This is an optimization exercise on Yosys and OpenROAD, whose aim is small area, not a production implementation.
The RTL was checked by simulation tests, not by an equivalence proof against the original design.
No driver is modelled on the clock port, so clock power and skew are understated where the tree is cut down; a real chip needs a root buffer or a tree.
Power and IR drop assume default switching activity.

## top_module
module top_module(
    input wire clk,
    input wire rst,                
    input wire speed_up_switch,
    input wire pause_button,
    input wire hour_inc_button,
    input wire hour_dec_button,
    input wire min_inc_button,
    input wire min_dec_button,
    input wire reset_switch,
    input wire [5:0] second_switches,
    output wire [6:0] segments,
    output wire [3:0] anodes,
    output wire [5:0] leds
);
Size: about 490 cells after synthesis, roughly 130 flip-flops, roughly 32 I/O pins.
clock: 10.0 ns
lec_check: 0
cap_margin: 20
core_margin: 2
core_utilization: 65
cts_buf_list: sky130_fd_sc_hd__clkbuf_4
slew_margin: 20
standard.sh (not shown) runs the stock make flow with config.mk's settings and CLKGATE_MAP_FILE= SYNTH_SCRIPT=/design/flow/synth_recipe.tcl, a recipe that flattens the netlist after the stock synthesis.
==> flow/flow/run.sh <==
#!/bin/bash
# Own layout flow: the standard ORFS flow with
#  - the standard synthesis script (synth_recipe.tcl) run unchanged, except that the
#    combinational logic is mapped with an area-oriented ABC script (flow/abc_area.script)
#    and adders are left to ABC (no separate half/full-adder extraction);
#  - ports buffered with the smallest buffer (buf_1);
#  - a two-level inverter clock tree built by flow/clock_tree.tcl in place of TritonCTS.
# Each tool's output goes to make.log / write_def.log here, and ORFS's per-step logs
# to orfs/logs/.
set -euo pipefail
W=$(pwd)
export BUFFER_PORTS_ARGS="-buffer_cell sky130_fd_sc_hd__buf_1"
KNOBS=()
while IFS= read -r line; do
  k=${line#export }; k=${k%% =*}; v=${line#*= }
  KNOBS+=("$k=$v")
done < <(grep -E '^export (CORE_UTILIZATION|CORE_MARGIN|CAP_MARGIN|SLEW_MARGIN|PLACE_DENSITY|DIE_AREA|CORE_AREA|CORE_ASPECT_RATIO|CTS_BUF_LIST|CTS_CLUSTER_SIZE|CTS_CLUSTER_DIAMETER) ' config.mk || true)
cfg() { grep -E "^export $1 = " config.mk | head -n 1 | sed -e "s/^export $1 = //" || true; }
CTS_BUFS=$(cfg CTS_BUF_LIST); CTS_BUFS=${CTS_BUFS:-sky130_fd_sc_hd__clkbuf_4}
CTS_SIZE=$(cfg CTS_CLUSTER_SIZE); CTS_SIZE=${CTS_SIZE:-30}
CTS_DIAM=$(cfg CTS_CLUSTER_DIAMETER); CTS_DIAM=${CTS_DIAM:-100}
CTS_ROOT=""
ROOT_ARG=""; [ -n "$CTS_ROOT" ] && ROOT_ARG="-root_buf $CTS_ROOT"
export PRE_CTS_TCL="$W/flow/clock_tree.tcl"
export OWN_CTS_ROOT=sky130_fd_sc_hd__clkinv_8 OWN_CTS_LEAF=sky130_fd_sc_hd__inv_8 OWN_CTS_GROUPS=6
export CTS_ARGS="$ROOT_ARG -sink_clustering_enable -repair_clock_nets -buf_list {$CTS_BUFS} -sink_clustering_size $CTS_SIZE -sink_clustering_max_diameter $CTS_DIAM -dont_use_dummy_load"
make -C "$FLOW_HOME" DESIGN_CONFIG="$W/config.mk" WORK_HOME="$W/orfs" CLKGATE_MAP_FILE= \
  ADDER_MAP_FILE= SYNTH_SCRIPT="$W/flow/synth.tcl" "${KNOBS[@]}" finish > "$W/make.log" 2>&1
R="$W/orfs/results/${FLOW_PLATFORM}/top_module/base"
: # left out here: write the final layout as DEF
==> flow/flow/clock_tree.tcl <==
# Runs at the start of the CTS step (PRE_CTS_TCL), in place of TritonCTS:
# a two-level inverter clock tree. The clock port drives one root inverter
# (OWN_CTS_ROOT); it drives OWN_CTS_GROUPS leaf inverters (OWN_CTS_LEAF), each
# placed at the centre of one group of flip-flops (split by position into two
# columns and then rows) and driving that group. Every flip-flop sees the clock
# through exactly two inverters, so its polarity is unchanged and the clock
# arrives at the same depth everywhere. The rest of the CTS step (placement
# legalisation, timing repair) runs as usual.
set root_master $::env(OWN_CTS_ROOT)
set leaf_master $::env(OWN_CTS_LEAF)
set cts_groups $::env(OWN_CTS_GROUPS)
set block [ord::get_db_block]
set db [ord::get_db]
set clk_net [$block findNet clk]
set sinks {}
foreach it [$clk_net getITerms] { lappend sinks $it }
proc sink_x {it} { return [lindex [[$it getInst] getLocation] 0] }
proc sink_y {it} { return [lindex [[$it getInst] getLocation] 1] }
proc split_by {lst n key} {
  set lst [lsort -command [list apply {{k a b} { expr {[$k $a] - [$k $b]} }} $key] $lst]
  set per [expr {int(ceil(double([llength $lst]) / $n))}]
  set out {}
  for {set i 0} {$i < $n} {incr i} { lappend out [lrange $lst [expr {$i * $per}] [expr {($i + 1) * $per - 1}]] }
  return $out
}
set cols [expr {$cts_groups >= 2 ? 2 : 1}]
set rows [expr {int(ceil(double($cts_groups) / $cols))}]
set groups {}
foreach col [split_by $sinks $cols sink_x] {
  foreach grp [split_by $col $rows sink_y] { if {[llength $grp]} { lappend groups $grp } }
}
# root inverter
set mid_net [odb::dbNet_create $block clknet_own_root]
$mid_net setSigType CLOCK
set root [odb::dbInst_create $block [$db findMaster $root_master] clkinv_own_root]
[$root findITerm A] connect $clk_net
[$root findITerm Y] connect $mid_net
set ax 0; set ay 0; set na 0
set g -1
foreach grp $groups {
  incr g
  set net [odb::dbNet_create $block "clknet_own_$g"]
  $net setSigType CLOCK
  set sx 0; set sy 0
  foreach it $grp {
    set loc [[$it getInst] getLocation]
    set sx [expr {$sx + [lindex $loc 0]}]; set sy [expr {$sy + [lindex $loc 1]}]
    $it disconnect
    $it connect $net
  }
  set inst [odb::dbInst_create $block [$db findMaster $leaf_master] "clkinv_own_$g"]
  [$inst findITerm A] connect $mid_net
  [$inst findITerm Y] connect $net
  set x [expr {$sx / [llength $grp]}]; set y [expr {$sy / [llength $grp]}]
  $inst setLocation $x $y
  $inst setPlacementStatus PLACED
  set ax [expr {$ax + $x}]; set ay [expr {$ay + $y}]; incr na
  puts "own clock tree: leaf $g ($leaf_master) drives [llength $grp] sinks"
}
$root setLocation [expr {$ax / $na}] [expr {$ay / $na}]
$root setPlacementStatus PLACED
proc clock_tree_synthesis {args} { puts "clock_tree_synthesis skipped: own clock tree built" }
# cts.tcl next clones clock-tree inverters next to each of their loads; that
# would undo this tree, so it is skipped too.
proc repair_clock_inverters {args} { puts "repair_clock_inverters skipped: own clock tree built" }
Other scripts of this flow, unchanged in this note and not shown: flow/flow/abc_area.script, flow/flow/synth.tcl
Next try:
Settings changed: CORE_UTILIZATION 65 to 40.
Effect:
- global-route usage falls by 6.2 points
- total power rises slightly
- cell count rises by roughly a tenth
- worst setup slack loses 0.066 ns
- routed wire length rises by a little under a tenth
- critical path depth stays the same
- fmax falls slightly
- cell area rises slightly
Next try:
==> flow/flow/run.sh (replaced) <==
#!/bin/bash
# Own layout flow: the standard ORFS flow (config.mk, make targets up to finish) with
#  - the standard synthesis script (synth_recipe.tcl) run unchanged, except that the
#    combinational logic is mapped with an area-oriented ABC script (flow/abc_area.script,
#    via flow/synth.tcl) and adders are left to ABC (no separate half/full-adder extraction);
#  - every port buffered, with the smallest buffer (buf_1);
#  - a two-level inverter clock tree built by flow/clock_tree.tcl (PRE_CTS_TCL hook) in
#    place of TritonCTS: one root inverter, six leaf inverters, each flip-flop two
#    inverters from the clock port.
# make's output goes to make.log and write_def's to write_def.log in this folder;
# ORFS's per-step logs are in orfs/logs/.
set -euo pipefail
W=$(pwd)
export BUFFER_PORTS_ARGS="-buffer_cell sky130_fd_sc_hd__buf_1"
KNOBS=()
while IFS= read -r line; do
  k=${line#export }; k=${k%% =*}; v=${line#*= }
  KNOBS+=("$k=$v")
done < <(grep -E '^export (CORE_UTILIZATION|CORE_MARGIN|CAP_MARGIN|SLEW_MARGIN|PLACE_DENSITY|DIE_AREA|CORE_AREA|CORE_ASPECT_RATIO) ' config.mk || true)
export PRE_CTS_TCL="$W/flow/clock_tree.tcl"
export OWN_CTS_ROOT=sky130_fd_sc_hd__clkinv_8 OWN_CTS_LEAF=sky130_fd_sc_hd__inv_8 OWN_CTS_GROUPS=6
make -C "$FLOW_HOME" DESIGN_CONFIG="$W/config.mk" WORK_HOME="$W/orfs" CLKGATE_MAP_FILE= \
  ADDER_MAP_FILE= SYNTH_SCRIPT="$W/flow/synth.tcl" "${KNOBS[@]}" finish > "$W/make.log" 2>&1
R="$W/orfs/results/${FLOW_PLATFORM}/top_module/base"
: # left out here: write the final layout as DEF
Settings changed: CORE_UTILIZATION 40 to 80, CTS_BUF_LIST sky130_fd_sc_hd__clkbuf_4 to not set.
Outcome:
- The new run finished with timing, DRC and antenna clean
- utilization grows by 42 points
- critical path depth stays the same
- sequential share of layout area grows by 1.1 points
- total power falls by about 0.65%
- global-route usage went up by 15 points
- first-iteration DRC count rises by about 54%
- die area fell by about 50%
- worst setup slack gets better by 0.051 ns
- sequential power barely changes
- via count came out higher by 4.5%
Next try:
==> flow/flow/run.sh (replaced) <==
#!/bin/bash
# Own layout flow: the standard ORFS flow with
#  - the standard synthesis script (synth_recipe.tcl) run unchanged, except that the
#    combinational logic is mapped with an area-oriented ABC script (flow/abc_area.script)
#    and adders are left to ABC (no separate half/full-adder extraction);
#  - ports buffered with the smallest buffer (buf_1);
#  - a two-level inverter clock tree built by flow/clock_tree.tcl in place of TritonCTS.
# Each tool's output goes to make.log / write_def.log here, and ORFS's per-step logs
# to orfs/logs/.
set -euo pipefail
W=$(pwd)
export BUFFER_PORTS_ARGS="-buffer_cell sky130_fd_sc_hd__buf_1"
KNOBS=()
while IFS= read -r line; do
  k=${line#export }; k=${k%% =*}; v=${line#*= }
  KNOBS+=("$k=$v")
done < <(grep -E '^export (CORE_UTILIZATION|CORE_MARGIN|CAP_MARGIN|SLEW_MARGIN|PLACE_DENSITY|DIE_AREA|CORE_AREA|CORE_ASPECT_RATIO|CTS_BUF_LIST|CTS_CLUSTER_SIZE|CTS_CLUSTER_DIAMETER) ' config.mk || true)
cfg() { grep -E "^export $1 = " config.mk | head -n 1 | sed -e "s/^export $1 = //" || true; }
CTS_BUFS=$(cfg CTS_BUF_LIST); CTS_BUFS=${CTS_BUFS:-sky130_fd_sc_hd__clkbuf_4}
CTS_SIZE=$(cfg CTS_CLUSTER_SIZE); CTS_SIZE=${CTS_SIZE:-30}
CTS_DIAM=$(cfg CTS_CLUSTER_DIAMETER); CTS_DIAM=${CTS_DIAM:-100}
CTS_ROOT=""
ROOT_ARG=""; [ -n "$CTS_ROOT" ] && ROOT_ARG="-root_buf $CTS_ROOT"
export PRE_CTS_TCL="$W/flow/clock_tree.tcl"
export OWN_CTS_ROOT=sky130_fd_sc_hd__clkinv_8 OWN_CTS_LEAF=sky130_fd_sc_hd__inv_8 OWN_CTS_GROUPS=6
export CTS_ARGS="$ROOT_ARG -sink_clustering_enable -repair_clock_nets -buf_list {$CTS_BUFS} -sink_clustering_size $CTS_SIZE -sink_clustering_max_diameter $CTS_DIAM -dont_use_dummy_load"
make -C "$FLOW_HOME" DESIGN_CONFIG="$W/config.mk" WORK_HOME="$W/orfs" CLKGATE_MAP_FILE= \
  ADDER_MAP_FILE= SYNTH_SCRIPT="$W/flow/synth.tcl" "${KNOBS[@]}" finish > "$W/make.log" 2>&1
R="$W/orfs/results/${FLOW_PLATFORM}/top_module/base"
: # left out here: write the final layout as DEF
Settings changed: CTS_BUF_LIST set to sky130_fd_sc_hd__clkbuf_4.
=> The new run completed without violations; power is unchanged; register-to-register slack is about the same; combinational power is about the same; setup slack does not change; synthesized cell count does not change; sequential share of layout area does not change; design area does not change; global-route usage stays the same.
No run of this note takes its clock network from TritonCTS; it comes from the design's own scripts or RTL.

## re-timing with driven ports
In the flow no input, the clock included, has a driving cell. The finished layouts below were timed again as built, in two steps.
Step 1, drivers: a clkbuf_16 drives clk and a buf_2 each remaining input, both assumed.
Step 2 moves the port delays by t, midway between the first and last clock arrival at a register: inputs arrive t later, outputs are due t later. That takes back most of the time a late clock gives input paths.
Slacks: no drivers / after step 1 / after step 2; pairs: no drivers / after step 1.
run	t, ns	setup WS [ns]	latest minus earliest clock arrival (ns)
the first run	0.296	5.982 / 5.933 / 6.229	0.012 / 0.012
the second run	0.308	5.915 / 5.865 / 6.174	0.019 / 0.019
the third run	0.296	5.966 / 5.919 / 6.216	0.011 / 0.011
the fourth run	0.296	5.966 / 5.919 / 6.216	0.011 / 0.011
After both steps every run listed still meets setup and hold.
